Source: an optimization exercise on an open RTL-to-GDS flow (aim: small area and a short achievable clock period). Production flows keep margins and buffers that such runs may drop. No run shown here included a check of the RTL's function; only the layout flow was run. Power and IR drop assume default switching activity.

**flow/design.v**
```verilog
module arb_a21oi (input a1, a2, b1, output y);
    assign y = ~(a1 & a2 | b1);
endmodule
module arb_a221oi (input a1, a2, b1, b2, c1, output y);
    assign y = ~(a1 & a2 | b1 & b2 | c1);
endmodule
module arb_a22oi (input a1, a2, b1, b2, output y);
    assign y = ~(a1 & a2 | b1 & b2);
endmodule
module arb_a32o (input a1, a2, a3, b1, b2, output y);
    assign y = a1 & a2 & a3 | b1 & b2;
endmodule
module arb_a41oi (input a1, a2, a3, a4, b1, output y);
    assign y = ~(a1 & a2 & a3 & a4 | b1);
endmodule
module arb_and2 (input a, b, output y);
    assign y = a & b;
endmodule
module arb_and2b (input an, b, output y);
    assign y = ~an & b;
endmodule
module arb_and3 (input a, b, c, output y);
    assign y = a & b & c;
endmodule
module arb_and3b (input an, b, c, output y);
    assign y = ~an & b & c;
endmodule
module arb_and4 (input a, b, c, d, output y);
    assign y = a & b & c & d;
endmodule
module arb_and4b (input an, b, c, d, output y);
    assign y = ~an & b & c & d;
endmodule
module arb_inv (input a, output y);
    assign y = ~a;
endmodule
module arb_nand2 (input a, b, output y);
    assign y = ~(a & b);
endmodule
module arb_nand2b (input an, b, output y);
    assign y = ~(~an & b);
endmodule
module arb_nand3 (input a, b, c, output y);
    assign y = ~(a & b & c);
endmodule
module arb_nand3b (input an, b, c, output y);
    assign y = ~(~an & b & c);
endmodule
module arb_nand4 (input a, b, c, d, output y);
    assign y = ~(a & b & c & d);
endmodule
module arb_nand4b (input an, b, c, d, output y);
    assign y = ~(~an & b & c & d);
endmodule
module arb_nor2 (input a, b, output y);
    assign y = ~(a | b);
endmodule
module arb_nor3 (input a, b, c, output y);
    assign y = ~(a | b | c);
endmodule
module arb_nor4 (input a, b, c, d, output y);
    assign y = ~(a | b | c | d);
endmodule
module arb_o21a (input a1, a2, b1, output y);
    assign y = (a1 | a2) & b1;
endmodule
module arb_o21ai (input a1, a2, b1, output y);
    assign y = ~((a1 | a2) & b1);
endmodule
module arb_or2 (input a, b, output y);
    assign y = a | b;
endmodule
module arbiter_rr #(
    parameter WIDTH = 64
)(
    input               clk,
    input               rst,
    input   [WIDTH-1:0] req,
    output  [WIDTH-1:0] grant
);
    reg  [5:0] nk;
    wire [5:0] nkn;
    wire a0;
    wire a1;
    wire a2;
    wire a3;
    wire a4;
    wire a5;
    wire a6;
    wire a7;
    wire anyg;
    wire anyr;
    wire cw1_a;
    wire cw1_b;
    wire cw2_a;
    wire cw2_b;
    wire cw3_a;
    wire cw3_b;
    wire cw4_a;
    wire cw4_b;
    wire cw5_a;
    wire cw5_b;
    wire cw6_a;
    wire cw6_b;
    wire cw7_a;
    wire cw7_b;
    wire eq0;
    wire eq1;
    wire eq2;
    wire eq3;
    wire eq4;
    wire eq5;
    wire eq6;
    wire eq7;
    wire eqm0;
    wire eqm1;
    wire eqm2;
    wire eqm3;
    wire eqm4;
    wire eqm5;
    wire eqm6;
    wire eqm7;
    wire gt2;
    wire gt3;
    wire gt5;
    wire gt6;
    wire gt7;
    wire h12;
    wire h34;
    wire h56;
    wire hap;
    wire kc2;
    wire kr0;
    wire kr1;
    wire kr2;
    wire le1;
    wire le2;
    wire le3;
    wire le5;
    wire le6;
    wire le7;
    wire m12;
    wire m34;
    wire m56;
    wire na03;
    wire na47;
    wire nag1;
    wire nag2;
    wire nag3;
    wire nag5;
    wire nag7;
    wire nanyg;
    wire nhap;
    wire nk1;
    wire nk2;
    wire nk3;
    wire nk4;
    wire nk5;
    wire nk6;
    wire nk7;
    wire nq0;
    wire nq1;
    wire nq2;
    wire nq3;
    wire nrw1;
    wire nrw2;
    wire nrw3;
    wire nrw4;
    wire nrw5;
    wire nrw6;
    wire nrw7;
    wire ntl1;
    wire ntl2;
    wire ntl3;
    wire ntl5;
    wire ntl6;
    wire ntl7;
    wire nwc0;
    wire nwc1;
    wire nwc2;
    wire nwr0;
    wire nwr1;
    wire nwr2;
    wire nz0;
    wire nz1;
    wire nz2;
    wire nz3;
    wire nz4;
    wire nz5;
    wire nz6;
    wire nz7;
    wire pa2;
    wire pa3;
    wire pa4;
    wire pa5;
    wire pa6;
    wire pa7;
    wire pg2;
    wire pg3;
    wire pg4;
    wire pg5;
    wire pg6;
    wire pg7;
    wire px1_0;
    wire px1_1;
    wire px1_2;
    wire px1_3;
    wire px2_0;
    wire px2_1;
    wire px2_2;
    wire px2_3;
    wire px3_0;
    wire px3_1;
    wire px3_2;
    wire px3_3;
    wire px4_0;
    wire px4_1;
    wire px4_2;
    wire px4_3;
    wire px5_0;
    wire px5_1;
    wire px5_2;
    wire px5_3;
    wire px6_0;
    wire px6_1;
    wire px6_2;
    wire px6_3;
    wire px7_0;
    wire px7_1;
    wire px7_2;
    wire px7_3;
    wire r0_n23;
    wire r0_n45;
    wire r0_n67;
    wire r0_nl1;
    wire r0_nl2;
    wire r0_nl3;
    wire r0_nl4;
    wire r0_nl5;
    wire r0_nl6;
    wire r0_nl7;
    wire r0_o4;
    wire r1_n23;
    wire r1_n45;
    wire r1_n67;
    wire r1_nl1;
    wire r1_nl2;
    wire r1_nl3;
    wire r1_nl4;
    wire r1_nl5;
    wire r1_nl6;
    wire r1_nl7;
    wire r1_o4;
    wire r2_n23;
    wire r2_n45;
    wire r2_n67;
    wire r2_nl1;
    wire r2_nl2;
    wire r2_nl3;
    wire r2_nl4;
    wire r2_nl5;
    wire r2_nl6;
    wire r2_nl7;
    wire r2_o4;
    wire r3_n23;
    wire r3_n45;
    wire r3_n67;
    wire r3_nl1;
    wire r3_nl2;
    wire r3_nl3;
    wire r3_nl4;
    wire r3_nl5;
    wire r3_nl6;
    wire r3_nl7;
    wire r3_o4;
    wire r4_n23;
    wire r4_n45;
    wire r4_n67;
    wire r4_nl1;
    wire r4_nl2;
    wire r4_nl3;
    wire r4_nl4;
    wire r4_nl5;
    wire r4_nl6;
    wire r4_nl7;
    wire r4_o4;
    wire r5_n23;
    wire r5_n45;
    wire r5_n67;
    wire r5_nl1;
    wire r5_nl2;
    wire r5_nl3;
    wire r5_nl4;
    wire r5_nl5;
    wire r5_nl6;
    wire r5_nl7;
    wire r5_o4;
    wire r6_n23;
    wire r6_n45;
    wire r6_n67;
    wire r6_nl1;
    wire r6_nl2;
    wire r6_nl3;
    wire r6_nl4;
    wire r6_nl5;
    wire r6_nl6;
    wire r6_nl7;
    wire r6_o4;
    wire r7_n23;
    wire r7_n45;
    wire r7_n67;
    wire r7_nl1;
    wire r7_nl2;
    wire r7_nl3;
    wire r7_nl4;
    wire r7_nl5;
    wire r7_nl6;
    wire r7_nl7;
    wire r7_o4;
    wire rh1;
    wire rh2;
    wire rh3;
    wire rh4;
    wire rh5;
    wire rh6;
    wire rh7;
    wire sp1;
    wire sp2;
    wire sp3;
    wire sp4;
    wire sp5;
    wire sp6;
    wire sp7;
    wire t01;
    wire t23;
    wire t45;
    wire w12;
    wire w34;
    wire w56;
    wire wc0_a;
    wire wc0_b;
    wire wc1_a;
    wire wc1_b;
    wire wc2_a;
    wire wc2_b;
    arb_inv u1 (.a(nk[3]), .y(kr0));
    arb_inv u2 (.a(nk[4]), .y(kr1));
    arb_inv u3 (.a(nk[5]), .y(kr2));
    arb_inv u4 (.a(nk[2]), .y(kc2));
    arb_nand2 u5 (.a(nk[4]), .b(nk[3]), .y(nq0));
    arb_nand2 u6 (.a(nk[4]), .b(kr0), .y(nq1));
    arb_nand2 u7 (.a(kr1), .b(nk[3]), .y(nq2));
    arb_nand2 u8 (.a(kr1), .b(kr0), .y(nq3));
    arb_nor2 u9 (.a(nq0), .b(kr2), .y(eq0));
    arb_nor2 u10 (.a(nq0), .b(kr2), .y(eqm0));
    arb_nor2 u11 (.a(nq1), .b(kr2), .y(eq1));
    arb_nor2 u12 (.a(nq1), .b(kr2), .y(eqm1));
    arb_nor2 u13 (.a(nq2), .b(kr2), .y(eq2));
    arb_nor2 u14 (.a(nq2), .b(kr2), .y(eqm2));
    arb_nor2 u15 (.a(nq3), .b(kr2), .y(eq3));
    arb_nor2 u16 (.a(nq3), .b(kr2), .y(eqm3));
    arb_nor2 u17 (.a(nq0), .b(nk[5]), .y(eq4));
    arb_nor2 u18 (.a(nq0), .b(nk[5]), .y(eqm4));
    arb_nor2 u19 (.a(nq1), .b(nk[5]), .y(eq5));
    arb_nor2 u20 (.a(nq1), .b(nk[5]), .y(eqm5));
    arb_nor2 u21 (.a(nq2), .b(nk[5]), .y(eq6));
    arb_nor2 u22 (.a(nq2), .b(nk[5]), .y(eqm6));
    arb_nor2 u23 (.a(nq3), .b(nk[5]), .y(eq7));
    arb_nor2 u24 (.a(nq3), .b(nk[5]), .y(eqm7));
    arb_nor2 u25 (.a(kr2), .b(kr1), .y(gt2));
    arb_a21oi u26 (.a1(kr1), .a2(kr0), .b1(kr2), .y(gt3));
    arb_o21ai u27 (.a1(kr1), .a2(kr0), .b1(kr2), .y(gt5));
    arb_nand2 u28 (.a(kr2), .b(kr1), .y(gt6));
    arb_nand3 u29 (.a(kr2), .b(kr1), .c(kr0), .y(gt7));
    arb_nand3 u30 (.a(nk[5]), .b(nk[4]), .c(nk[3]), .y(le1));
    arb_nand2 u31 (.a(nk[5]), .b(nk[4]), .y(le2));
    arb_o21ai u32 (.a1(nk[4]), .a2(nk[3]), .b1(nk[5]), .y(le3));
    arb_a21oi u33 (.a1(nk[4]), .a2(nk[3]), .b1(nk[5]), .y(le5));
    arb_nor2 u34 (.a(nk[5]), .b(nk[4]), .y(le6));
    arb_nor3 u35 (.a(nk[5]), .b(nk[4]), .c(nk[3]), .y(le7));
    arb_nand3 u36 (.a(nk[2]), .b(nk[1]), .c(nk[0]), .y(ntl1));
    arb_nand2 u37 (.a(nk[2]), .b(nk[1]), .y(ntl2));
    arb_o21ai u38 (.a1(nk[1]), .a2(nk[0]), .b1(nk[2]), .y(ntl3));
    arb_a21oi u39 (.a1(nk[1]), .a2(nk[0]), .b1(nk[2]), .y(ntl5));
    arb_nor2 u40 (.a(nk[2]), .b(nk[1]), .y(ntl6));
    arb_nor3 u41 (.a(nk[2]), .b(nk[1]), .c(nk[0]), .y(ntl7));
    arb_inv u42 (.a(req[0]), .y(r0_nl1));
    arb_nor2 u43 (.a(req[0]), .b(req[1]), .y(r0_nl2));
    arb_nor3 u44 (.a(req[0]), .b(req[1]), .c(req[2]), .y(r0_nl3));
    arb_nor2 u45 (.a(req[2]), .b(req[3]), .y(r0_n23));
    arb_nand2 u46 (.a(r0_nl2), .b(r0_n23), .y(r0_o4));
    arb_inv u47 (.a(r0_o4), .y(r0_nl4));
    arb_nor2 u48 (.a(r0_o4), .b(req[4]), .y(r0_nl5));
    arb_nor3 u49 (.a(r0_o4), .b(req[4]), .c(req[5]), .y(r0_nl6));
    arb_nor4 u50 (.a(r0_o4), .b(req[4]), .c(req[5]), .d(req[6]), .y(r0_nl7));
    arb_nor2 u51 (.a(req[4]), .b(req[5]), .y(r0_n45));
    arb_nor2 u52 (.a(req[6]), .b(req[7]), .y(r0_n67));
    arb_nand4 u53 (.a(r0_nl2), .b(r0_n23), .c(r0_n45), .d(r0_n67), .y(a0));
    arb_inv u54 (.a(req[8]), .y(r1_nl1));
    arb_nor2 u55 (.a(req[8]), .b(req[9]), .y(r1_nl2));
    arb_nor3 u56 (.a(req[8]), .b(req[9]), .c(req[10]), .y(r1_nl3));
    arb_nor2 u57 (.a(req[10]), .b(req[11]), .y(r1_n23));
    arb_nand2 u58 (.a(r1_nl2), .b(r1_n23), .y(r1_o4));
    arb_inv u59 (.a(r1_o4), .y(r1_nl4));
    arb_nor2 u60 (.a(r1_o4), .b(req[12]), .y(r1_nl5));
    arb_nor3 u61 (.a(r1_o4), .b(req[12]), .c(req[13]), .y(r1_nl6));
    arb_nor4 u62 (.a(r1_o4), .b(req[12]), .c(req[13]), .d(req[14]), .y(r1_nl7));
    arb_nor2 u63 (.a(req[12]), .b(req[13]), .y(r1_n45));
    arb_nor2 u64 (.a(req[14]), .b(req[15]), .y(r1_n67));
    arb_nand4 u65 (.a(r1_nl2), .b(r1_n23), .c(r1_n45), .d(r1_n67), .y(a1));
    arb_inv u66 (.a(req[16]), .y(r2_nl1));
    arb_nor2 u67 (.a(req[16]), .b(req[17]), .y(r2_nl2));
    arb_nor3 u68 (.a(req[16]), .b(req[17]), .c(req[18]), .y(r2_nl3));
    arb_nor2 u69 (.a(req[18]), .b(req[19]), .y(r2_n23));
    arb_nand2 u70 (.a(r2_nl2), .b(r2_n23), .y(r2_o4));
    arb_inv u71 (.a(r2_o4), .y(r2_nl4));
    arb_nor2 u72 (.a(r2_o4), .b(req[20]), .y(r2_nl5));
    arb_nor3 u73 (.a(r2_o4), .b(req[20]), .c(req[21]), .y(r2_nl6));
    arb_nor4 u74 (.a(r2_o4), .b(req[20]), .c(req[21]), .d(req[22]), .y(r2_nl7));
    arb_nor2 u75 (.a(req[20]), .b(req[21]), .y(r2_n45));
    arb_nor2 u76 (.a(req[22]), .b(req[23]), .y(r2_n67));
    arb_nand4 u77 (.a(r2_nl2), .b(r2_n23), .c(r2_n45), .d(r2_n67), .y(a2));
    arb_inv u78 (.a(req[24]), .y(r3_nl1));
    arb_nor2 u79 (.a(req[24]), .b(req[25]), .y(r3_nl2));
    arb_nor3 u80 (.a(req[24]), .b(req[25]), .c(req[26]), .y(r3_nl3));
    arb_nor2 u81 (.a(req[26]), .b(req[27]), .y(r3_n23));
    arb_nand2 u82 (.a(r3_nl2), .b(r3_n23), .y(r3_o4));
    arb_inv u83 (.a(r3_o4), .y(r3_nl4));
    arb_nor2 u84 (.a(r3_o4), .b(req[28]), .y(r3_nl5));
    arb_nor3 u85 (.a(r3_o4), .b(req[28]), .c(req[29]), .y(r3_nl6));
    arb_nor4 u86 (.a(r3_o4), .b(req[28]), .c(req[29]), .d(req[30]), .y(r3_nl7));
    arb_nor2 u87 (.a(req[28]), .b(req[29]), .y(r3_n45));
    arb_nor2 u88 (.a(req[30]), .b(req[31]), .y(r3_n67));
    arb_nand4 u89 (.a(r3_nl2), .b(r3_n23), .c(r3_n45), .d(r3_n67), .y(a3));
    arb_inv u90 (.a(req[32]), .y(r4_nl1));
    arb_nor2 u91 (.a(req[32]), .b(req[33]), .y(r4_nl2));
    arb_nor3 u92 (.a(req[32]), .b(req[33]), .c(req[34]), .y(r4_nl3));
    arb_nor2 u93 (.a(req[34]), .b(req[35]), .y(r4_n23));
    arb_nand2 u94 (.a(r4_nl2), .b(r4_n23), .y(r4_o4));
    arb_inv u95 (.a(r4_o4), .y(r4_nl4));
    arb_nor2 u96 (.a(r4_o4), .b(req[36]), .y(r4_nl5));
    arb_nor3 u97 (.a(r4_o4), .b(req[36]), .c(req[37]), .y(r4_nl6));
    arb_nor4 u98 (.a(r4_o4), .b(req[36]), .c(req[37]), .d(req[38]), .y(r4_nl7));
    arb_nor2 u99 (.a(req[36]), .b(req[37]), .y(r4_n45));
    arb_nor2 u100 (.a(req[38]), .b(req[39]), .y(r4_n67));
    arb_nand4 u101 (.a(r4_nl2), .b(r4_n23), .c(r4_n45), .d(r4_n67), .y(a4));
    arb_inv u102 (.a(req[40]), .y(r5_nl1));
    arb_nor2 u103 (.a(req[40]), .b(req[41]), .y(r5_nl2));
    arb_nor3 u104 (.a(req[40]), .b(req[41]), .c(req[42]), .y(r5_nl3));
    arb_nor2 u105 (.a(req[42]), .b(req[43]), .y(r5_n23));
    arb_nand2 u106 (.a(r5_nl2), .b(r5_n23), .y(r5_o4));
    arb_inv u107 (.a(r5_o4), .y(r5_nl4));
    arb_nor2 u108 (.a(r5_o4), .b(req[44]), .y(r5_nl5));
    arb_nor3 u109 (.a(r5_o4), .b(req[44]), .c(req[45]), .y(r5_nl6));
    arb_nor4 u110 (.a(r5_o4), .b(req[44]), .c(req[45]), .d(req[46]), .y(r5_nl7));
    arb_nor2 u111 (.a(req[44]), .b(req[45]), .y(r5_n45));
    arb_nor2 u112 (.a(req[46]), .b(req[47]), .y(r5_n67));
    arb_nand4 u113 (.a(r5_nl2), .b(r5_n23), .c(r5_n45), .d(r5_n67), .y(a5));
    arb_inv u114 (.a(req[48]), .y(r6_nl1));
    arb_nor2 u115 (.a(req[48]), .b(req[49]), .y(r6_nl2));
    arb_nor3 u116 (.a(req[48]), .b(req[49]), .c(req[50]), .y(r6_nl3));
    arb_nor2 u117 (.a(req[50]), .b(req[51]), .y(r6_n23));
    arb_nand2 u118 (.a(r6_nl2), .b(r6_n23), .y(r6_o4));
    arb_inv u119 (.a(r6_o4), .y(r6_nl4));
    arb_nor2 u120 (.a(r6_o4), .b(req[52]), .y(r6_nl5));
    arb_nor3 u121 (.a(r6_o4), .b(req[52]), .c(req[53]), .y(r6_nl6));
    arb_nor4 u122 (.a(r6_o4), .b(req[52]), .c(req[53]), .d(req[54]), .y(r6_nl7));
    arb_nor2 u123 (.a(req[52]), .b(req[53]), .y(r6_n45));
    arb_nor2 u124 (.a(req[54]), .b(req[55]), .y(r6_n67));
    arb_nand4 u125 (.a(r6_nl2), .b(r6_n23), .c(r6_n45), .d(r6_n67), .y(a6));
    arb_inv u126 (.a(req[56]), .y(r7_nl1));
    arb_nor2 u127 (.a(req[56]), .b(req[57]), .y(r7_nl2));
    arb_nor3 u128 (.a(req[56]), .b(req[57]), .c(req[58]), .y(r7_nl3));
    arb_nor2 u129 (.a(req[58]), .b(req[59]), .y(r7_n23));
    arb_nand2 u130 (.a(r7_nl2), .b(r7_n23), .y(r7_o4));
    arb_inv u131 (.a(r7_o4), .y(r7_nl4));
    arb_nor2 u132 (.a(r7_o4), .b(req[60]), .y(r7_nl5));
    arb_nor3 u133 (.a(r7_o4), .b(req[60]), .c(req[61]), .y(r7_nl6));
    arb_nor4 u134 (.a(r7_o4), .b(req[60]), .c(req[61]), .d(req[62]), .y(r7_nl7));
    arb_nor2 u135 (.a(req[60]), .b(req[61]), .y(r7_n45));
    arb_nor2 u136 (.a(req[62]), .b(req[63]), .y(r7_n67));
    arb_nand4 u137 (.a(r7_nl2), .b(r7_n23), .c(r7_n45), .d(r7_n67), .y(a7));
    arb_a22oi u138 (.a1(eqm0), .a2(req[1]), .b1(eqm1), .b2(req[9]), .y(px1_0));
    arb_a22oi u139 (.a1(eqm2), .a2(req[17]), .b1(eqm3), .b2(req[25]), .y(px1_1));
    arb_a22oi u140 (.a1(eqm4), .a2(req[33]), .b1(eqm5), .b2(req[41]), .y(px1_2));
    arb_a22oi u141 (.a1(eqm6), .a2(req[49]), .b1(eqm7), .b2(req[57]), .y(px1_3));
    arb_a41oi u142 (.a1(px1_0), .a2(px1_1), .a3(px1_2), .a4(px1_3), .b1(ntl1), .y(rh1));
    arb_a22oi u143 (.a1(eqm0), .a2(req[2]), .b1(eqm1), .b2(req[10]), .y(px2_0));
    arb_a22oi u144 (.a1(eqm2), .a2(req[18]), .b1(eqm3), .b2(req[26]), .y(px2_1));
    arb_a22oi u145 (.a1(eqm4), .a2(req[34]), .b1(eqm5), .b2(req[42]), .y(px2_2));
    arb_a22oi u146 (.a1(eqm6), .a2(req[50]), .b1(eqm7), .b2(req[58]), .y(px2_3));
    arb_a41oi u147 (.a1(px2_0), .a2(px2_1), .a3(px2_2), .a4(px2_3), .b1(ntl2), .y(rh2));
    arb_a22oi u148 (.a1(eqm0), .a2(req[3]), .b1(eqm1), .b2(req[11]), .y(px3_0));
    arb_a22oi u149 (.a1(eqm2), .a2(req[19]), .b1(eqm3), .b2(req[27]), .y(px3_1));
    arb_a22oi u150 (.a1(eqm4), .a2(req[35]), .b1(eqm5), .b2(req[43]), .y(px3_2));
    arb_a22oi u151 (.a1(eqm6), .a2(req[51]), .b1(eqm7), .b2(req[59]), .y(px3_3));
    arb_a41oi u152 (.a1(px3_0), .a2(px3_1), .a3(px3_2), .a4(px3_3), .b1(ntl3), .y(rh3));
    arb_a22oi u153 (.a1(eqm0), .a2(req[4]), .b1(eqm1), .b2(req[12]), .y(px4_0));
    arb_a22oi u154 (.a1(eqm2), .a2(req[20]), .b1(eqm3), .b2(req[28]), .y(px4_1));
    arb_a22oi u155 (.a1(eqm4), .a2(req[36]), .b1(eqm5), .b2(req[44]), .y(px4_2));
    arb_a22oi u156 (.a1(eqm6), .a2(req[52]), .b1(eqm7), .b2(req[60]), .y(px4_3));
    arb_a41oi u157 (.a1(px4_0), .a2(px4_1), .a3(px4_2), .a4(px4_3), .b1(kc2), .y(rh4));
    arb_a22oi u158 (.a1(eqm0), .a2(req[5]), .b1(eqm1), .b2(req[13]), .y(px5_0));
    arb_a22oi u159 (.a1(eqm2), .a2(req[21]), .b1(eqm3), .b2(req[29]), .y(px5_1));
    arb_a22oi u160 (.a1(eqm4), .a2(req[37]), .b1(eqm5), .b2(req[45]), .y(px5_2));
    arb_a22oi u161 (.a1(eqm6), .a2(req[53]), .b1(eqm7), .b2(req[61]), .y(px5_3));
    arb_a41oi u162 (.a1(px5_0), .a2(px5_1), .a3(px5_2), .a4(px5_3), .b1(ntl5), .y(rh5));
    arb_a22oi u163 (.a1(eqm0), .a2(req[6]), .b1(eqm1), .b2(req[14]), .y(px6_0));
    arb_a22oi u164 (.a1(eqm2), .a2(req[22]), .b1(eqm3), .b2(req[30]), .y(px6_1));
    arb_a22oi u165 (.a1(eqm4), .a2(req[38]), .b1(eqm5), .b2(req[46]), .y(px6_2));
    arb_a22oi u166 (.a1(eqm6), .a2(req[54]), .b1(eqm7), .b2(req[62]), .y(px6_3));
    arb_a41oi u167 (.a1(px6_0), .a2(px6_1), .a3(px6_2), .a4(px6_3), .b1(ntl6), .y(rh6));
    arb_a22oi u168 (.a1(eqm0), .a2(req[7]), .b1(eqm1), .b2(req[15]), .y(px7_0));
    arb_a22oi u169 (.a1(eqm2), .a2(req[23]), .b1(eqm3), .b2(req[31]), .y(px7_1));
    arb_a22oi u170 (.a1(eqm4), .a2(req[39]), .b1(eqm5), .b2(req[47]), .y(px7_2));
    arb_a22oi u171 (.a1(eqm6), .a2(req[55]), .b1(eqm7), .b2(req[63]), .y(px7_3));
    arb_a41oi u172 (.a1(px7_0), .a2(px7_1), .a3(px7_2), .a4(px7_3), .b1(ntl7), .y(rh7));
    arb_a41oi u173 (.a1(px1_0), .a2(px1_1), .a3(px1_2), .a4(px1_3), .b1(ntl1), .y(sp1));
    arb_nor2 u174 (.a(rh1), .b(rh2), .y(m12));
    arb_nor2 u175 (.a(rh3), .b(rh4), .y(m34));
    arb_nor2 u176 (.a(rh5), .b(rh6), .y(m56));
    arb_and2b u177 (.an(rh1), .b(rh2), .y(sp2));
    arb_and2 u178 (.a(rh3), .b(m12), .y(sp3));
    arb_and3b u179 (.an(rh3), .b(rh4), .c(m12), .y(sp4));
    arb_and3 u180 (.a(rh5), .b(m12), .c(m34), .y(sp5));
    arb_and4b u181 (.an(rh5), .b(rh6), .c(m12), .d(m34), .y(sp6));
    arb_and4 u182 (.a(rh7), .b(m12), .c(m34), .d(m56), .y(sp7));
    arb_nand4b u183 (.an(rh7), .b(m12), .c(m34), .d(m56), .y(hap));
    arb_nor2 u184 (.a(rh1), .b(rh2), .y(h12));
    arb_nor2 u185 (.a(rh3), .b(rh4), .y(h34));
    arb_nor2 u186 (.a(rh5), .b(rh6), .y(h56));
    arb_and4b u187 (.an(rh7), .b(h12), .c(h34), .d(h56), .y(nhap));
    arb_nand2 u188 (.a(a1), .b(eq0), .y(nag1));
    arb_nand2 u189 (.a(a2), .b(gt2), .y(nag2));
    arb_nand2 u190 (.a(a3), .b(gt3), .y(nag3));
    arb_nand2 u191 (.a(a5), .b(gt5), .y(nag5));
    arb_nand2 u192 (.a(a7), .b(gt7), .y(nag7));
    arb_a22oi u193 (.a1(a1), .a2(eq0), .b1(a2), .b2(gt2), .y(w12));
    arb_a22oi u194 (.a1(a3), .a2(gt3), .b1(a4), .b2(nk[5]), .y(w34));
    arb_a22oi u195 (.a1(a5), .a2(gt5), .b1(a6), .b2(gt6), .y(w56));
    arb_and2 u196 (.a(a1), .b(eq0), .y(pg2));
    arb_nand2 u197 (.a(nag1), .b(nag2), .y(pg3));
    arb_nand3 u198 (.a(nag1), .b(nag2), .c(nag3), .y(pg4));
    arb_nand2 u199 (.a(w12), .b(w34), .y(pg5));
    arb_nand3 u200 (.a(w12), .b(w34), .c(nag5), .y(pg6));
    arb_nand3 u201 (.a(w12), .b(w34), .c(w56), .y(pg7));
    arb_nand4 u202 (.a(w12), .b(w34), .c(w56), .d(nag7), .y(anyg));
    arb_and4 u203 (.a(w12), .b(w34), .c(w56), .d(nag7), .y(nanyg));
    arb_nor2 u204 (.a(a0), .b(a1), .y(t01));
    arb_nor2 u205 (.a(a2), .b(a3), .y(t23));
    arb_nor2 u206 (.a(a4), .b(a5), .y(t45));
    arb_or2 u207 (.a(a0), .b(a1), .y(pa2));
    arb_nand2b u208 (.an(a2), .b(t01), .y(pa3));
    arb_nand2 u209 (.a(t01), .b(t23), .y(pa4));
    arb_nand3b u210 (.an(a4), .b(t01), .c(t23), .y(pa5));
    arb_nand3 u211 (.a(t01), .b(t23), .c(t45), .y(pa6));
    arb_nand4b u212 (.an(a6), .b(t01), .c(t23), .d(t45), .y(pa7));
    arb_a22oi u213 (.a1(le1), .a2(anyg), .b1(le1), .b2(a0), .y(nk1));
    arb_a221oi u214 (.a1(le2), .a2(anyg), .b1(le2), .b2(pa2), .c1(pg2), .y(nk2));
    arb_a221oi u215 (.a1(le3), .a2(anyg), .b1(le3), .b2(pa3), .c1(pg3), .y(nk3));
    arb_a221oi u216 (.a1(kr2), .a2(anyg), .b1(kr2), .b2(pa4), .c1(pg4), .y(nk4));
    arb_a221oi u217 (.a1(le5), .a2(anyg), .b1(le5), .b2(pa5), .c1(pg5), .y(nk5));
    arb_a221oi u218 (.a1(le6), .a2(anyg), .b1(le6), .b2(pa6), .c1(pg6), .y(nk6));
    arb_a221oi u219 (.a1(le7), .a2(anyg), .b1(le7), .b2(pa7), .c1(pg7), .y(nk7));
    arb_and2 u220 (.a(nhap), .b(nanyg), .y(nz0));
    arb_and2 u221 (.a(nhap), .b(nk1), .y(nz1));
    arb_and2 u222 (.a(nhap), .b(nk2), .y(nz2));
    arb_and2 u223 (.a(nhap), .b(nk3), .y(nz3));
    arb_and2 u224 (.a(nhap), .b(nk4), .y(nz4));
    arb_and2 u225 (.a(nhap), .b(nk5), .y(nz5));
    arb_and2 u226 (.a(nhap), .b(nk6), .y(nz6));
    arb_and2 u227 (.a(nhap), .b(nk7), .y(nz7));
    arb_and2 u228 (.a(req[0]), .b(nz0), .y(grant[0]));
    arb_a32o u229 (.a1(req[1]), .a2(r0_nl1), .a3(nz0), .b1(eq0), .b2(sp1), .y(grant[1]));
    arb_a32o u230 (.a1(req[2]), .a2(r0_nl2), .a3(nz0), .b1(eq0), .b2(sp2), .y(grant[2]));
    arb_a32o u231 (.a1(req[3]), .a2(r0_nl3), .a3(nz0), .b1(eq0), .b2(sp3), .y(grant[3]));
    arb_a32o u232 (.a1(req[4]), .a2(r0_nl4), .a3(nz0), .b1(eq0), .b2(sp4), .y(grant[4]));
    arb_a32o u233 (.a1(req[5]), .a2(r0_nl5), .a3(nz0), .b1(eq0), .b2(sp5), .y(grant[5]));
    arb_a32o u234 (.a1(req[6]), .a2(r0_nl6), .a3(nz0), .b1(eq0), .b2(sp6), .y(grant[6]));
    arb_a32o u235 (.a1(req[7]), .a2(r0_nl7), .a3(nz0), .b1(eq0), .b2(sp7), .y(grant[7]));
    arb_and2 u236 (.a(req[8]), .b(nz1), .y(grant[8]));
    arb_a32o u237 (.a1(req[9]), .a2(r1_nl1), .a3(nz1), .b1(eq1), .b2(sp1), .y(grant[9]));
    arb_a32o u238 (.a1(req[10]), .a2(r1_nl2), .a3(nz1), .b1(eq1), .b2(sp2), .y(grant[10]));
    arb_a32o u239 (.a1(req[11]), .a2(r1_nl3), .a3(nz1), .b1(eq1), .b2(sp3), .y(grant[11]));
    arb_a32o u240 (.a1(req[12]), .a2(r1_nl4), .a3(nz1), .b1(eq1), .b2(sp4), .y(grant[12]));
    arb_a32o u241 (.a1(req[13]), .a2(r1_nl5), .a3(nz1), .b1(eq1), .b2(sp5), .y(grant[13]));
    arb_a32o u242 (.a1(req[14]), .a2(r1_nl6), .a3(nz1), .b1(eq1), .b2(sp6), .y(grant[14]));
    arb_a32o u243 (.a1(req[15]), .a2(r1_nl7), .a3(nz1), .b1(eq1), .b2(sp7), .y(grant[15]));
    arb_and2 u244 (.a(req[16]), .b(nz2), .y(grant[16]));
    arb_a32o u245 (.a1(req[17]), .a2(r2_nl1), .a3(nz2), .b1(eq2), .b2(sp1), .y(grant[17]));
    arb_a32o u246 (.a1(req[18]), .a2(r2_nl2), .a3(nz2), .b1(eq2), .b2(sp2), .y(grant[18]));
    arb_a32o u247 (.a1(req[19]), .a2(r2_nl3), .a3(nz2), .b1(eq2), .b2(sp3), .y(grant[19]));
    arb_a32o u248 (.a1(req[20]), .a2(r2_nl4), .a3(nz2), .b1(eq2), .b2(sp4), .y(grant[20]));
    arb_a32o u249 (.a1(req[21]), .a2(r2_nl5), .a3(nz2), .b1(eq2), .b2(sp5), .y(grant[21]));
    arb_a32o u250 (.a1(req[22]), .a2(r2_nl6), .a3(nz2), .b1(eq2), .b2(sp6), .y(grant[22]));
    arb_a32o u251 (.a1(req[23]), .a2(r2_nl7), .a3(nz2), .b1(eq2), .b2(sp7), .y(grant[23]));
    arb_and2 u252 (.a(req[24]), .b(nz3), .y(grant[24]));
    arb_a32o u253 (.a1(req[25]), .a2(r3_nl1), .a3(nz3), .b1(eq3), .b2(sp1), .y(grant[25]));
    arb_a32o u254 (.a1(req[26]), .a2(r3_nl2), .a3(nz3), .b1(eq3), .b2(sp2), .y(grant[26]));
    arb_a32o u255 (.a1(req[27]), .a2(r3_nl3), .a3(nz3), .b1(eq3), .b2(sp3), .y(grant[27]));
    arb_a32o u256 (.a1(req[28]), .a2(r3_nl4), .a3(nz3), .b1(eq3), .b2(sp4), .y(grant[28]));
    arb_a32o u257 (.a1(req[29]), .a2(r3_nl5), .a3(nz3), .b1(eq3), .b2(sp5), .y(grant[29]));
    arb_a32o u258 (.a1(req[30]), .a2(r3_nl6), .a3(nz3), .b1(eq3), .b2(sp6), .y(grant[30]));
    arb_a32o u259 (.a1(req[31]), .a2(r3_nl7), .a3(nz3), .b1(eq3), .b2(sp7), .y(grant[31]));
    arb_and2 u260 (.a(req[32]), .b(nz4), .y(grant[32]));
    arb_a32o u261 (.a1(req[33]), .a2(r4_nl1), .a3(nz4), .b1(eq4), .b2(sp1), .y(grant[33]));
    arb_a32o u262 (.a1(req[34]), .a2(r4_nl2), .a3(nz4), .b1(eq4), .b2(sp2), .y(grant[34]));
    arb_a32o u263 (.a1(req[35]), .a2(r4_nl3), .a3(nz4), .b1(eq4), .b2(sp3), .y(grant[35]));
    arb_a32o u264 (.a1(req[36]), .a2(r4_nl4), .a3(nz4), .b1(eq4), .b2(sp4), .y(grant[36]));
    arb_a32o u265 (.a1(req[37]), .a2(r4_nl5), .a3(nz4), .b1(eq4), .b2(sp5), .y(grant[37]));
    arb_a32o u266 (.a1(req[38]), .a2(r4_nl6), .a3(nz4), .b1(eq4), .b2(sp6), .y(grant[38]));
    arb_a32o u267 (.a1(req[39]), .a2(r4_nl7), .a3(nz4), .b1(eq4), .b2(sp7), .y(grant[39]));
    arb_and2 u268 (.a(req[40]), .b(nz5), .y(grant[40]));
    arb_a32o u269 (.a1(req[41]), .a2(r5_nl1), .a3(nz5), .b1(eq5), .b2(sp1), .y(grant[41]));
    arb_a32o u270 (.a1(req[42]), .a2(r5_nl2), .a3(nz5), .b1(eq5), .b2(sp2), .y(grant[42]));
    arb_a32o u271 (.a1(req[43]), .a2(r5_nl3), .a3(nz5), .b1(eq5), .b2(sp3), .y(grant[43]));
    arb_a32o u272 (.a1(req[44]), .a2(r5_nl4), .a3(nz5), .b1(eq5), .b2(sp4), .y(grant[44]));
    arb_a32o u273 (.a1(req[45]), .a2(r5_nl5), .a3(nz5), .b1(eq5), .b2(sp5), .y(grant[45]));
    arb_a32o u274 (.a1(req[46]), .a2(r5_nl6), .a3(nz5), .b1(eq5), .b2(sp6), .y(grant[46]));
    arb_a32o u275 (.a1(req[47]), .a2(r5_nl7), .a3(nz5), .b1(eq5), .b2(sp7), .y(grant[47]));
    arb_and2 u276 (.a(req[48]), .b(nz6), .y(grant[48]));
    arb_a32o u277 (.a1(req[49]), .a2(r6_nl1), .a3(nz6), .b1(eq6), .b2(sp1), .y(grant[49]));
    arb_a32o u278 (.a1(req[50]), .a2(r6_nl2), .a3(nz6), .b1(eq6), .b2(sp2), .y(grant[50]));
    arb_a32o u279 (.a1(req[51]), .a2(r6_nl3), .a3(nz6), .b1(eq6), .b2(sp3), .y(grant[51]));
    arb_a32o u280 (.a1(req[52]), .a2(r6_nl4), .a3(nz6), .b1(eq6), .b2(sp4), .y(grant[52]));
    arb_a32o u281 (.a1(req[53]), .a2(r6_nl5), .a3(nz6), .b1(eq6), .b2(sp5), .y(grant[53]));
    arb_a32o u282 (.a1(req[54]), .a2(r6_nl6), .a3(nz6), .b1(eq6), .b2(sp6), .y(grant[54]));
    arb_a32o u283 (.a1(req[55]), .a2(r6_nl7), .a3(nz6), .b1(eq6), .b2(sp7), .y(grant[55]));
    arb_and2 u284 (.a(req[56]), .b(nz7), .y(grant[56]));
    arb_a32o u285 (.a1(req[57]), .a2(r7_nl1), .a3(nz7), .b1(eq7), .b2(sp1), .y(grant[57]));
    arb_a32o u286 (.a1(req[58]), .a2(r7_nl2), .a3(nz7), .b1(eq7), .b2(sp2), .y(grant[58]));
    arb_a32o u287 (.a1(req[59]), .a2(r7_nl3), .a3(nz7), .b1(eq7), .b2(sp3), .y(grant[59]));
    arb_a32o u288 (.a1(req[60]), .a2(r7_nl4), .a3(nz7), .b1(eq7), .b2(sp4), .y(grant[60]));
    arb_a32o u289 (.a1(req[61]), .a2(r7_nl5), .a3(nz7), .b1(eq7), .b2(sp5), .y(grant[61]));
    arb_a32o u290 (.a1(req[62]), .a2(r7_nl6), .a3(nz7), .b1(eq7), .b2(sp6), .y(grant[62]));
    arb_a32o u291 (.a1(req[63]), .a2(r7_nl7), .a3(nz7), .b1(eq7), .b2(sp7), .y(grant[63]));
    arb_a22oi u292 (.a1(a1), .a2(nz1), .b1(eq1), .b2(hap), .y(nrw1));
    arb_a22oi u293 (.a1(a2), .a2(nz2), .b1(eq2), .b2(hap), .y(nrw2));
    arb_a22oi u294 (.a1(a3), .a2(nz3), .b1(eq3), .b2(hap), .y(nrw3));
    arb_a22oi u295 (.a1(a4), .a2(nz4), .b1(eq4), .b2(hap), .y(nrw4));
    arb_a22oi u296 (.a1(a5), .a2(nz5), .b1(eq5), .b2(hap), .y(nrw5));
    arb_a22oi u297 (.a1(a6), .a2(nz6), .b1(eq6), .b2(hap), .y(nrw6));
    arb_a22oi u298 (.a1(a7), .a2(nz7), .b1(eq7), .b2(hap), .y(nrw7));
    arb_and4 u299 (.a(nrw1), .b(nrw3), .c(nrw5), .d(nrw7), .y(nwr0));
    arb_and4 u300 (.a(nrw2), .b(nrw3), .c(nrw6), .d(nrw7), .y(nwr1));
    arb_and4 u301 (.a(nrw4), .b(nrw5), .c(nrw6), .d(nrw7), .y(nwr2));
    arb_nor4 u302 (.a(grant[1]), .b(grant[9]), .c(grant[17]), .d(grant[25]), .y(cw1_a));
    arb_nor4 u303 (.a(grant[33]), .b(grant[41]), .c(grant[49]), .d(grant[57]), .y(cw1_b));
    arb_nor4 u304 (.a(grant[2]), .b(grant[10]), .c(grant[18]), .d(grant[26]), .y(cw2_a));
    arb_nor4 u305 (.a(grant[34]), .b(grant[42]), .c(grant[50]), .d(grant[58]), .y(cw2_b));
    arb_nor4 u306 (.a(grant[3]), .b(grant[11]), .c(grant[19]), .d(grant[27]), .y(cw3_a));
    arb_nor4 u307 (.a(grant[35]), .b(grant[43]), .c(grant[51]), .d(grant[59]), .y(cw3_b));
    arb_nor4 u308 (.a(grant[4]), .b(grant[12]), .c(grant[20]), .d(grant[28]), .y(cw4_a));
    arb_nor4 u309 (.a(grant[36]), .b(grant[44]), .c(grant[52]), .d(grant[60]), .y(cw4_b));
    arb_nor4 u310 (.a(grant[5]), .b(grant[13]), .c(grant[21]), .d(grant[29]), .y(cw5_a));
    arb_nor4 u311 (.a(grant[37]), .b(grant[45]), .c(grant[53]), .d(grant[61]), .y(cw5_b));
    arb_nor4 u312 (.a(grant[6]), .b(grant[14]), .c(grant[22]), .d(grant[30]), .y(cw6_a));
    arb_nor4 u313 (.a(grant[38]), .b(grant[46]), .c(grant[54]), .d(grant[62]), .y(cw6_b));
    arb_nor4 u314 (.a(grant[7]), .b(grant[15]), .c(grant[23]), .d(grant[31]), .y(cw7_a));
    arb_nor4 u315 (.a(grant[39]), .b(grant[47]), .c(grant[55]), .d(grant[63]), .y(cw7_b));
    arb_nand4 u316 (.a(cw1_a), .b(cw1_b), .c(cw3_a), .d(cw3_b), .y(wc0_a));
    arb_nand4 u317 (.a(cw5_a), .b(cw5_b), .c(cw7_a), .d(cw7_b), .y(wc0_b));
    arb_nor2 u318 (.a(wc0_a), .b(wc0_b), .y(nwc0));
    arb_nand4 u319 (.a(cw2_a), .b(cw2_b), .c(cw3_a), .d(cw3_b), .y(wc1_a));
    arb_nand4 u320 (.a(cw6_a), .b(cw6_b), .c(cw7_a), .d(cw7_b), .y(wc1_b));
    arb_nor2 u321 (.a(wc1_a), .b(wc1_b), .y(nwc1));
    arb_nand4 u322 (.a(cw4_a), .b(cw4_b), .c(cw5_a), .d(cw5_b), .y(wc2_a));
    arb_nand4 u323 (.a(cw6_a), .b(cw6_b), .c(cw7_a), .d(cw7_b), .y(wc2_b));
    arb_nor2 u324 (.a(wc2_a), .b(wc2_b), .y(nwc2));
    arb_nor4 u325 (.a(a0), .b(a1), .c(a2), .d(a3), .y(na03));
    arb_nor4 u326 (.a(a4), .b(a5), .c(a6), .d(a7), .y(na47));
    arb_nand2 u327 (.a(na03), .b(na47), .y(anyr));
    arb_o21a u328 (.a1(anyr), .a2(nk[0]), .b1(nwc0), .y(nkn[0]));
    arb_o21a u329 (.a1(anyr), .a2(nk[3]), .b1(nwr0), .y(nkn[3]));
    arb_o21a u330 (.a1(anyr), .a2(nk[1]), .b1(nwc1), .y(nkn[1]));
    arb_o21a u331 (.a1(anyr), .a2(nk[4]), .b1(nwr1), .y(nkn[4]));
    arb_o21a u332 (.a1(anyr), .a2(nk[2]), .b1(nwc2), .y(nkn[2]));
    arb_o21a u333 (.a1(anyr), .a2(nk[5]), .b1(nwr2), .y(nkn[5]));
    always @(posedge clk or negedge rst) begin
        if (!rst)
            nk <= 6'd0;
        else
            nk <= nkn;
    end
endmodule
```
**flow/flow/size.tcl**
```tcl
# Hook run after placement and its design repair: give the drivers of the
# high-fanout nets on the request-to-grant paths a stronger cell.
set ::db [ord::get_db]
set ::block [ord::get_db_block]
proc size_driver {net_name size} {
  set net [$::block findNet $net_name]
  if {$net eq "NULL"} { puts "size: no net $net_name"; return }
  foreach iterm [$net getITerms] {
    if {[$iterm isOutputSignal]} {
      set inst [$iterm getInst]
      set name [[$inst getMaster] getName]
      regexp {^(sky130_fd_sc_hd__[a-z0-9]+)_[0-9]+$} $name -> base
      set big [$::db findMaster ${base}_$size]
      if {$big ne "NULL"} {
        $inst swapMaster $big
        puts "size: $net_name driver [$inst getName] $name -> ${base}_$size"
      }
    }
  }
}
foreach g {0 1 2 3 4 5 6 7} {
  size_driver nz$g 4
  size_driver a$g 2
}
size_driver nhap 4
size_driver anyg 2
size_driver sp1 2
foreach n {h12 h34 h56} { size_driver $n 2 }
foreach n {sp2 sp3 sp4 sp5 sp6 sp7} { size_driver $n 4 }
foreach n {m12 m34 m56} { size_driver $n 2 }
foreach g {0 1 2 3 4 5 6 7} { size_driver eqm$g 2 }
foreach n {kr0 kr1 kr2} { size_driver $n 4 }
# the flip-flops of the pointer row bits drive the row decode
foreach inst [$::block getInsts] {
  if {[regexp {^nk\\?\[[345]\\?\]\$_DFF} [$inst getName]]} {
    set name [[$inst getMaster] getName]
    regexp {^(sky130_fd_sc_hd__[a-z0-9]+)_[0-9]+$} $name -> base
    $inst swapMaster [$::db findMaster ${base}_4]
    puts "size: [$inst getName] $name -> ${base}_4"
  }
}
```
**flow/standard.sh**
```bash
#!/bin/bash
# synth_recipe.tcl (not shown) runs the flow's synth.tcl, then flattens the netlist and writes it again
# the make line also repeats each setting of config.mk as NAME=value (left out here)
make -C /OpenROAD-flow-scripts/flow DESIGN_CONFIG=/design/flow/config.mk WORK_HOME=/design/flow/orfs CLKGATE_MAP_FILE= SYNTH_SCRIPT=/design/flow/synth_recipe.tcl "${@:-finish}"
```
**flow/constraint.sdc**
```tcl
create_clock -name core_clock -period 6.5 [get_ports {clk}]
set_input_delay 1.3000 -clock core_clock [delete_from_list [all_inputs] [get_ports {clk}]]
set_output_delay 1.3000 -clock core_clock [all_outputs]
set_load 0.01 [all_outputs]
```
**flow/flow/run.sh**
```bash
#!/bin/bash
# The standard layout, with three changes: the port buffers are the
# smallest buffer (buf_1) instead of the default; after floorplan every
# logic cell is set to its smallest drive strength (flow/downsize.tcl);
# after placement the cells on the critical paths are sized up again
# (flow/size.tcl).
set -euo pipefail
here=$(pwd)
export BUFFER_PORTS_ARGS="-buffer_cell sky130_fd_sc_hd__buf_1"
export POST_FLOORPLAN_TCL="$here/flow/downsize.tcl"
export POST_RESIZE_TCL="$here/flow/size.tcl"
bash standard.sh > "$here/flow_standard.log" 2>&1
```
**flow/flow/downsize.tcl**
```tcl
# Hook run after floorplan: set every logic cell to its smallest drive
# strength where that is smaller. Synthesis maps each gate on its own and
# picks stronger cells than the loads need; flow/size.tcl then upsizes
# the cells that timing needs, once the cells are placed.
set db [ord::get_db]
set n 0
foreach inst [[ord::get_db_block] getInsts] {
  set master [$inst getMaster]
  set name [$master getName]
  if {[regexp {^(sky130_fd_sc_hd__[a-z0-9]+)_([0-9]+)$} $name -> base size] && $size > 1} {
    set small [$db findMaster ${base}_1]
    if {$small ne "NULL"
        && [$small getWidth] * [$small getHeight] < [$master getWidth] * [$master getHeight]} {
      $inst swapMaster $small
      incr n
    }
  }
}
puts "downsize: $n cells set to drive strength 1"
```
**flow/config.mk**
```make
export PLATFORM = sky130hd
export DESIGN_NAME = arbiter_rr
export DESIGN_NICKNAME = arbiter_rr
export VERILOG_FILES = /design/flow/design.v
export SDC_FILE = /design/flow/constraint.sdc
export NUM_CORES = 4
export LEC_CHECK = 0
export CAP_MARGIN = 20
export CORE_MARGIN = 2
export CORE_UTILIZATION = 40
export CTS_BUF_LIST = sky130_fd_sc_hd__clkbuf_2
export SETUP_SLACK_MARGIN = 0.3
export SLEW_MARGIN = 20
export SYNTH_HIERARCHICAL = 1
export SYNTH_MINIMUM_KEEP_SIZE = 0
```
==> impl_metrics.csv, run 1 <==
group,metric,value,unit
layout,final_nets,539,
detailed_routing,postRouteWirelength,11130,um
worst_setup_path,critical_path.startpoint_type,"primary input",
detailed_routing,drt.antenna.violating_nets,0,
yosys,synthDominantCellAreaShare,20.10,%
grt,grt_start_max_net_pins,18,
layout,largestRegisters,"nk x6",
layout,layoutNonFillerInstCount,552,
worst_setup_path,worstReg2RegStart,"nk[4]",
sta,max_clock_freq,0.2001,GHz
clock_tree,clk_latency,0.24,ns
worst_setup_path,regToRegSetupSlack,2.57,ns
worst_setup_path,timing.rr.end,"nk[2]",
die,fp.dieArea,7656,um2
yosys,synth_cells,339,
clock_tree,cts_hold_buf,0,
worst_setup_path,criticalPathCategory,"primary input to output port",
worst_setup_path,worstSetupEndpointType,"output port",
clock_tree,post_cts.resized_instances,0,
grt,first_pass_grt_wire_length,16980,um
sta,fin_worst_hold_slack,0.6243,ns
yosys,synthArstFlopShare,100.0,%
worst_setup_path,cp-endpoint,"grant[47]",
clock_tree,tritoncts_num_sinks,6,
power_and_ir_drop,max_rail_drop_vdd,0.2059,mV
yosys,syn_avg_cell_area,8.227,um2
sta,final.period_utilization,76.88,%
clock_tree,cts_root_buffer,"sky130_fd_sc_hd__clkbuf_2",
detailed_routing,routed_via_density,6.850,
yosys,yosysSeqAreaShare,5.384,%
power_and_ir_drop,power_density,334.6,nW/um2
die,num_io_pins,130,
clock_tree,worst_setup_hold_path_clk_slew,0.08,ns
status,status,"timing/DRC/antenna clean",
yosys,synthesis.area,2789,um2
sta,fin_setup_tns,0,ns
sta,final-setup-viol-count,0,
worst_setup_path,timing.critical_path.from,"req[9]",
placed_design,estimated_wirelength_of_the_detail_placed_design,9198,um
detailed_routing,drt_pre_antenna_iters,6,
worst_setup_path,biggest_fanout_along_the_worst_timing_path,9,
yosys,dominantRegCellSynth,"sky130_fd_sc_hd__dfrtp_1",
die,row_count,30,
sta,timing.slew.headroom,42.72,%
sta,grt_setup_unrepaired,"false",
sta,finalClockSkew,0.01751,ns
yosys,yosysUniqueCellTypes,25,
placed_design,port_buffers,129,
clock_tree,clk_path_buf_depth,2,
yosys,synth-seq-cells,6,
detailed_routing,drt_iter0_drc,344,
sta,slew_violations,0,
placed_design,globalplace.congestion,0.9987,
power_and_ir_drop,cellLeakagePower,0.001003,uW
die,die_x,87.50,um
worst_setup_path,timing.reg2reg.worst_path_depth,13,
die,starting_utilization_of_the_core_area,41.28,%
die,fp.coreArea,6756,um2
layout,fillerInstances,770,
detailed_routing,num_vias,3781,
worst_setup_path,worst_path_arrival_time,3.70,ns
clock_tree,tritoncts,"built",
grt,grt_overflow_total,0,
layout,layout-drive-gt1-share,10.38,%
yosys,syn_nets,405,
clock_tree,cts.repair_timing.setup_buffer_count,0,
grt,grt_antenna_before_repair,0,
sta,worstMarginPinSlew,0.8514,ns
yosys,post_synth_most_frequent_cells,"sky130_fd_sc_hd__nor2_1, sky130_fd_sc_hd__a32o_1, sky130_fd_sc_hd__a22oi_2",
run,max_cap_violations,0,
detailed_routing,route.detailed.drc,0,
yosys,synth_warnings,7,
yosys,synth_top_cell_by_area,"sky130_fd_sc_hd__a32o_1",
die,die_span_in_y,87.50,um
yosys,synth_enable_flop_cells,0,
placed_design,post-place-cells,548,
grt,first_global_vias,3403,
yosys,yosysMostFrequentCell,"sky130_fd_sc_hd__nor2_1",
min_path,hold_path.class,"register to register",
layout,n_antenna_cell,0,
layout,layout.core_utilization,44.52,%
layout,largest_reg_flops,6,
grt,global_route_usage_over_all_layers,27.42,%
worst_setup_path,crit_required,5.20,ns
sta,finalHoldViolations,0,
layout,areaGrowthSynthToFinish,7.851,%
sta,finalCriticalPeriod,4.997,ns
yosys,netlist_top_cells_area,"sky130_fd_sc_hd__a32o_1, sky130_fd_sc_hd__a22oi_2, sky130_fd_sc_hd__nor4_2",
clock_tree,cts_made_buffers,3,
clock_tree,h-tree-depth,1,
detailed_routing,post_drt_wl_per_cell,20.16,um
layout,regMostFlops,"nk",
[critical path, stage by stage]
cell                       delay [ns]
sky130_fd_sc_hd__buf_1           0.12
sky130_fd_sc_hd__nor2_1          0.28
sky130_fd_sc_hd__nand4_2         0.24
sky130_fd_sc_hd__a22oi_1         0.45
sky130_fd_sc_hd__nand4_2         0.29
sky130_fd_sc_hd__a221oi_1        0.34
sky130_fd_sc_hd__and2_4          0.27
sky130_fd_sc_hd__a32o_1          0.24
sky130_fd_sc_hd__buf_1           0.17
[placed cells by master, fill, tap and decap left out, types with 3 or more instances in the layout]
cell	netlist	routed
sky130_fd_sc_hd__a21oi_1	0	3
sky130_fd_sc_hd__a221oi_1	0	6
sky130_fd_sc_hd__a22oi_1	0	39
sky130_fd_sc_hd__a32o_1	56	56
sky130_fd_sc_hd__a41oi_1	0	7
sky130_fd_sc_hd__and2_1	18	9
sky130_fd_sc_hd__and2_4	0	9
sky130_fd_sc_hd__and4_1	5	4
sky130_fd_sc_hd__buf_1	0	129
sky130_fd_sc_hd__clkbuf_2	0	4
sky130_fd_sc_hd__dfrtp_1	6	3
sky130_fd_sc_hd__dfrtp_4	0	3
sky130_fd_sc_hd__inv_1	20	17
sky130_fd_sc_hd__inv_4	0	3
sky130_fd_sc_hd__nand2_1	24	24
sky130_fd_sc_hd__nand3_1	7	7
sky130_fd_sc_hd__nand4_1	15	6
sky130_fd_sc_hd__nand4_2	0	9
sky130_fd_sc_hd__nor2_1	71	57
sky130_fd_sc_hd__nor2_2	0	14
sky130_fd_sc_hd__nor3_1	0	18
sky130_fd_sc_hd__nor4_1	0	24
sky130_fd_sc_hd__o21a_1	6	6
sky130_fd_sc_hd__o21ai_1	3	3
[modules after synthesis, one instance, submodules excluded, excerpt]
| module | times used | cell area, um2 | flip-flops and latches |
|---|---|---|---|
| arb_a221oi | 6 | 15.01 | 0 |
| arb_a22oi | 39 | 12.51 | 0 |
| arb_a21oi | 3 | 8.758 | 0 |
| arb_nand3 | 7 | 5.005 | 0 |
| arb_and4 | 5 | 8.758 | 0 |
| arb_nand4 | 15 | 6.256 | 0 |
| arb_nand3b | 1 | 7.507 | 0 |
| arb_nor2 | 71 | 3.754 | 0 |
| arb_and4b | 2 | 10.01 | 0 |
| arb_and3b | 1 | 8.758 | 0 |
| arb_a41oi | 8 | 16.27 | 0 |
| arb_and3 | 1 | 6.256 | 0 |
| arb_nand4b | 2 | 8.758 | 0 |
[routing by layer]
layer	part of all wire, %	vias to the layer above	track usage, %
li1	-	1700	-
met1	43	1740	38.97
met3	12	18	4.455
met2	44	323	44.21
met5	0	-	0
met4	1.5	0	4.615
[how the worst min path moves through the flow]
| stage | startpoint | endpoint | depth (start not counted) |
|---|---|---|---|
| 2_1_floorplan | nk[0] | nk[0] | 1 |
| 3_3_place_gp | nk[0] | nk[0] | 1 |
| 3_5_place_dp | nk[0] | nk[0] | 1 |
| 4_1_cts | nk[0] | nk[0] | 1 |
| 5_1_grt | nk[0] | nk[0] | 1 |
| 6_report | nk[0] | nk[0] | 1 |
[metrics by stage]
stage	worst slack [ns]	power (uW)	area [um2]
after detailed placement	1.561	942.2	2988
final	1.503	1007	3008
after floorplan	1.949	726.4	2789
after global routing	1.261	1069	3008
after CTS	1.560	979.9	3008
after global placement	1.376	848.1	2821
[final cells by class]
type	count	area, um2	area share [%]
multi-input cells	313	2160	71.80
repair buffers	129	484.2	16.10
flip-flops and latches	6	161.4	5.366
clock buffers	4	20.02	0.6656
inverters	20	82.58	2.745
well taps	80	100.1	3.328
[where the power goes]
group	switching (uW)	total, uW	internal [uW]
sequential	49.0	113	63.6
combinational	556	862	306
clock	15.7	32.0	16.3
total	621	1010	386
[kinds of logic after synthesis]
kind of cell	synth area share [%]
AND/OR/NAND/NOR	43.34
AO/OA/AOI/OAI	48.59
buffers and inverters	2.692
flip-flops	5.383
==> run 2: changes to the inputs <==
--- a/flow/config.mk
+++ b/flow/config.mk
@@ -7,7 +7,7 @@
 export LEC_CHECK = 0
 export CAP_MARGIN = 20
 export CORE_MARGIN = 2
-export CORE_UTILIZATION = 40
+export CORE_UTILIZATION = 50
 export CTS_BUF_LIST = sky130_fd_sc_hd__clkbuf_2
 export SETUP_SLACK_MARGIN = 0.3
 export SLEW_MARGIN = 20
==> run 2 against run 1 <==
Routed wire length down 1.7%. Die area down 19%. Sequential power hardly changed. Clock skew rose by 0.0030 ns. Maximum frequency shrank 0.37%. Final area down 0.33%. Via count down 0.82%. Worst hold slack improved by 0.013 ns. Count of clock-buffer cells in the layout stayed put. Still clean on timing, DRC and antenna.
==> impl_metrics.csv, run 2 <==
group,metric,value,unit
yosys,synthDominantCellAreaShare,20.10,%
worst_setup_path,biggest_fanout_along_the_worst_timing_path,9,
layout,largest_reg_flops,6,
run,max_cap_violations,0,
layout,final_nets,539,
detailed_routing,route.detailed.drc,0,
yosys,synth_top_cell_by_area,"sky130_fd_sc_hd__a32o_1",
yosys,syn_avg_cell_area,8.227,um2
layout,ff_latch_area,161.4,um2
sta,worstMarginPinSlew,0.9434,ns
layout,n_antenna_cell,0,
yosys,syn_nets,405,
layout,layout_commonest_cell,"sky130_fd_sc_hd__buf_1",
grt,grt_start_max_net_pins,18,
detailed_routing,num_vias,3750,
die,row_count,27,
power_and_ir_drop,power_density,335.1,nW/um2
clock_tree,cts_root_buffer,"sky130_fd_sc_hd__clkbuf_2",
sta,finalCriticalPeriod,5.016,ns
yosys,synth_warnings,7,
yosys,synth-seq-cells,6,
yosys,yosys.area_share.adder,0,%
grt,first_pass_grt_wire_length,17150,um
die,die_x,78.69,um
grt,global_route_usage_over_all_layers,34.01,%
yosys,synth_cells,339,
clock_tree,h-tree-depth,1,
yosys,synthesis.area,2789,um2
placed_design,post-place-cells,540,
yosys,post_synth_and_or_nand_nor_area_fraction,43.34,%
worst_setup_path,crit_required,5.20,ns
yosys,netlist_top_cells_area,"sky130_fd_sc_hd__a32o_1, sky130_fd_sc_hd__a22oi_2, sky130_fd_sc_hd__nor4_2",
detailed_routing,drt_iter0_drc,385,
status,status,"timing/DRC/antenna clean",
worst_setup_path,criticalPathCategory,"primary input to output port",
placed_design,port_buffers,129,
sta,final.period_utilization,77.17,%
die,fp.dieArea,6191,um2
sta,slew_violations,0,
clock_tree,post_cts.resized_instances,0,
layout,layoutNonFillerInstCount,544,
clock_tree,cts_made_buffers,3,
layout,regMostFlops,"nk",
grt,grt_overflow_total,0,
layout,layout.core_utilization,55.12,%
power_and_ir_drop,max_rail_drop_vdd,0.2201,mV
sta,finalHoldViolations,0,
clock_tree,tritoncts_num_sinks,6,
yosys,post_synth_most_frequent_cells,"sky130_fd_sc_hd__nor2_1, sky130_fd_sc_hd__a32o_1, sky130_fd_sc_hd__a22oi_2",
yosys,synthArstFlopShare,100.0,%
detailed_routing,postRouteWirelength,10940,um
layout,layout-drive-gt1-share,10.38,%
grt,first_global_vias,3377,
yosys,yosysSeqAreaShare,5.384,%
min_path,hold_path.class,"register to register",
sta,timing.slew.headroom,36.53,%
yosys,yosysMostFrequentCell,"sky130_fd_sc_hd__nor2_1",
layout,largestRegisters,"nk x6",
worst_setup_path,critical_path.startpoint_type,"primary input",
placed_design,globalplace.congestion,0.9781,
sta,grt_setup_unrepaired,"false",
sta,final-setup-viol-count,0,
power_and_ir_drop,p_seq_share,11.4,%
yosys,synth_compound_gate_area_share,48.59,%
yosys,yosysUniqueCellTypes,25,
detailed_routing,routed_via_density,6.893,
clock_tree,worst_setup_hold_path_clk_slew,0.05,ns
detailed_routing,post_drt_wl_per_cell,20.10,um
worst_setup_path,worstSetupEndpointType,"output port",
clock_tree,clk_path_buf_depth,2,
layout,multi_input_area,2160,um2
die,starting_utilization_of_the_core_area,51.28,%
power_and_ir_drop,power.share.combinational,85.6,%
detailed_routing,drt.antenna.violating_nets,0,
die,fp.coreArea,5439,um2
power_and_ir_drop,power.net_switching,618.9,uW
sta,max_clock_freq,0.1994,GHz
die,num_io_pins,130,
clock_tree,clk_latency,0.23,ns
yosys,dominantRegCellSynth,"sky130_fd_sc_hd__dfrtp_1",
yosys,fraction_of_synthesized_area_in_multiplexers,0,%
layout,fillerInstances,574,
clock_tree,cts_hold_buf,0,
grt,grt_antenna_before_repair,0,
layout,areaGrowthSynthToFinish,7.492,%
yosys,synth-xor-area-share,0,%
sta,finalClockSkew,0.02056,ns
worst_setup_path,worst_path_arrival_time,3.72,ns
power_and_ir_drop,clock_power_share,3.0,%
power_and_ir_drop,p_int,385.7,uW
placed_design,estimated_wirelength_of_the_detail_placed_design,8871,um
sta,fin_worst_hold_slack,0.6368,ns
layout,final_cell_mix,"sky130_fd_sc_hd__buf_1, sky130_fd_sc_hd__nor2_1, sky130_fd_sc_hd__a32o_1, sky130_fd_sc_hd__a22oi_1",
detailed_routing,drt_pre_antenna_iters,7,
power_and_ir_drop,cellLeakagePower,0.001003,uW
layout,postLayoutCellArea,2998,um2
yosys,synth_enable_flop_cells,0,
sta,fin_setup_tns,0,ns
power_and_ir_drop,power.switching_fraction,61.61,%
clock_tree,cts.repair_timing.setup_buffer_count,0,
placed_design,total_placed_instance_area,2978,um2
clock_tree,tritoncts,"built",
yosys,synth_top_family_by_area,"compound AO/OA/AOI/OAI gates",
die,die_span_in_y,78.69,um
run 2: cell counts after synthesis:
Identical to the previous run, type by type.
run 2: power by group through the flow:
stage               Sequential [uW]  Combinational (uW)  Clock (uW)
floorplan                      93.6                 633           0
global placement                103                 742           0
detailed placement              113                 826           0
CTS                             112                 829        31.8
global route                    118                 925        34.3
finish                          114                 860        30.5
run 2: per-layer routing:
metal	GRT usage [%]	share of wire, %	vias up
li1	-	-	1706
met1	46.94	42	1755
met2	56.58	46	278
met3	4.483	11	11
met4	6.667	1.2	0
met5	0	0	-
run 2: critical path, stage by stage:
cell	delay, ns
sky130_fd_sc_hd__buf_1	0.11
sky130_fd_sc_hd__nor2_1	0.26
sky130_fd_sc_hd__nand4_2	0.23
sky130_fd_sc_hd__a22oi_1	0.45
sky130_fd_sc_hd__nand4_2	0.29
sky130_fd_sc_hd__a221oi_1	0.40
sky130_fd_sc_hd__and2_4	0.27
sky130_fd_sc_hd__a32o_1	0.23
sky130_fd_sc_hd__buf_1	0.16
run 2: logic make-up after synthesis:
logic type,after synthesis
DFF,6
and+or+nand+nor,192
AOI/OAI and AO/OA,121
buffers and inverters,20
run 2: final timing paths:
| check | start | endpoint | slack (ns) | cells past startpoint |
|---|---|---|---|---|
| setup / recovery | req[33] | grant[23] | 1.48 | 9 |
| hold / removal | nk[0] | nk[0] | 0.64 | 1 |
| setup reg to reg | nk[4] | nk[2] | 2.47 | 13 |
| hold reg to reg | nk[0] | nk[0] | 0.64 | 1 |
| max in group asynchronous | rst | nk[3] | 5.30 | 1 |
| min in group asynchronous | rst | nk[5] | 0.93 | 1 |
run 2: final cells by class:
| class | count | share of cell area (%) |
|---|---|---|
| clock buffers | 4 | 0.6678 |
| inverters | 20 | 2.755 |
| multi-input cells | 313 | 72.04 |
| flip-flops and latches | 6 | 5.384 |
| well taps | 72 | 3.005 |
| repair buffers | 129 | 16.15 |
run 2: per-stage QoR:
step	worst slack, ns	power [uW]
after floorplan	1.949	726.4
after global placement	1.403	844.2
after detailed placement	1.602	939.1
after CTS	1.608	973.2
after global routing	1.354	1078
final	1.484	1005
run 2: modules after synthesis (local to each module, per instance), a selection:
module      copies in the design  cells inside  cell area [um2]
arb_and3b                      1             1            8.758
arb_and2b                      1             1            13.76
arb_nand2                     24             1            3.754
arb_and2                      18             1            6.256
arb_o21ai                      3             1            5.005
arb_nor3                      18             1            10.01
arbiter_rr                     1             6            150.1
arb_and4b                      2             1            10.01
arb_nand3b                     1             1            7.507
arb_o21a                       6             1            7.507
arb_a41oi                      8             1            16.27
arb_a32o                      56             1            10.01

port drivers added, routing unchanged:
The flow's constraints put no driver on any port. The routed layouts listed below were extracted and timed again, unchanged, in two steps.
Step 1 sets driving cells, clkbuf_16 on the clock port and buf_2 on the other inputs (assumed; they add their load-dependent delay and slew).
Step 2 also shifts input and output timing later by t, the mid clock arrival at the registers, as if the neighbouring blocks saw the same clock.
Three values: no drivers, after step 1, after step 2; two values: the first two.
run	t, ns	setup slack, ns	worst register clock-pin slew, ns	worst data-port slew with drivers (ns)	cell pins on the clock port's net
run 1	0.244	1.503 / 1.481 / 1.481	0.08 / 0.08	0.04	1
run 2	0.234	1.484 / 1.463 / 1.463	0.08 / 0.08	0.04	1
After both steps every run listed still meets setup and hold. The setup slack of run 1, which loses most, moves by -0.022 ns with the drivers and by -0.022 ns with both steps.
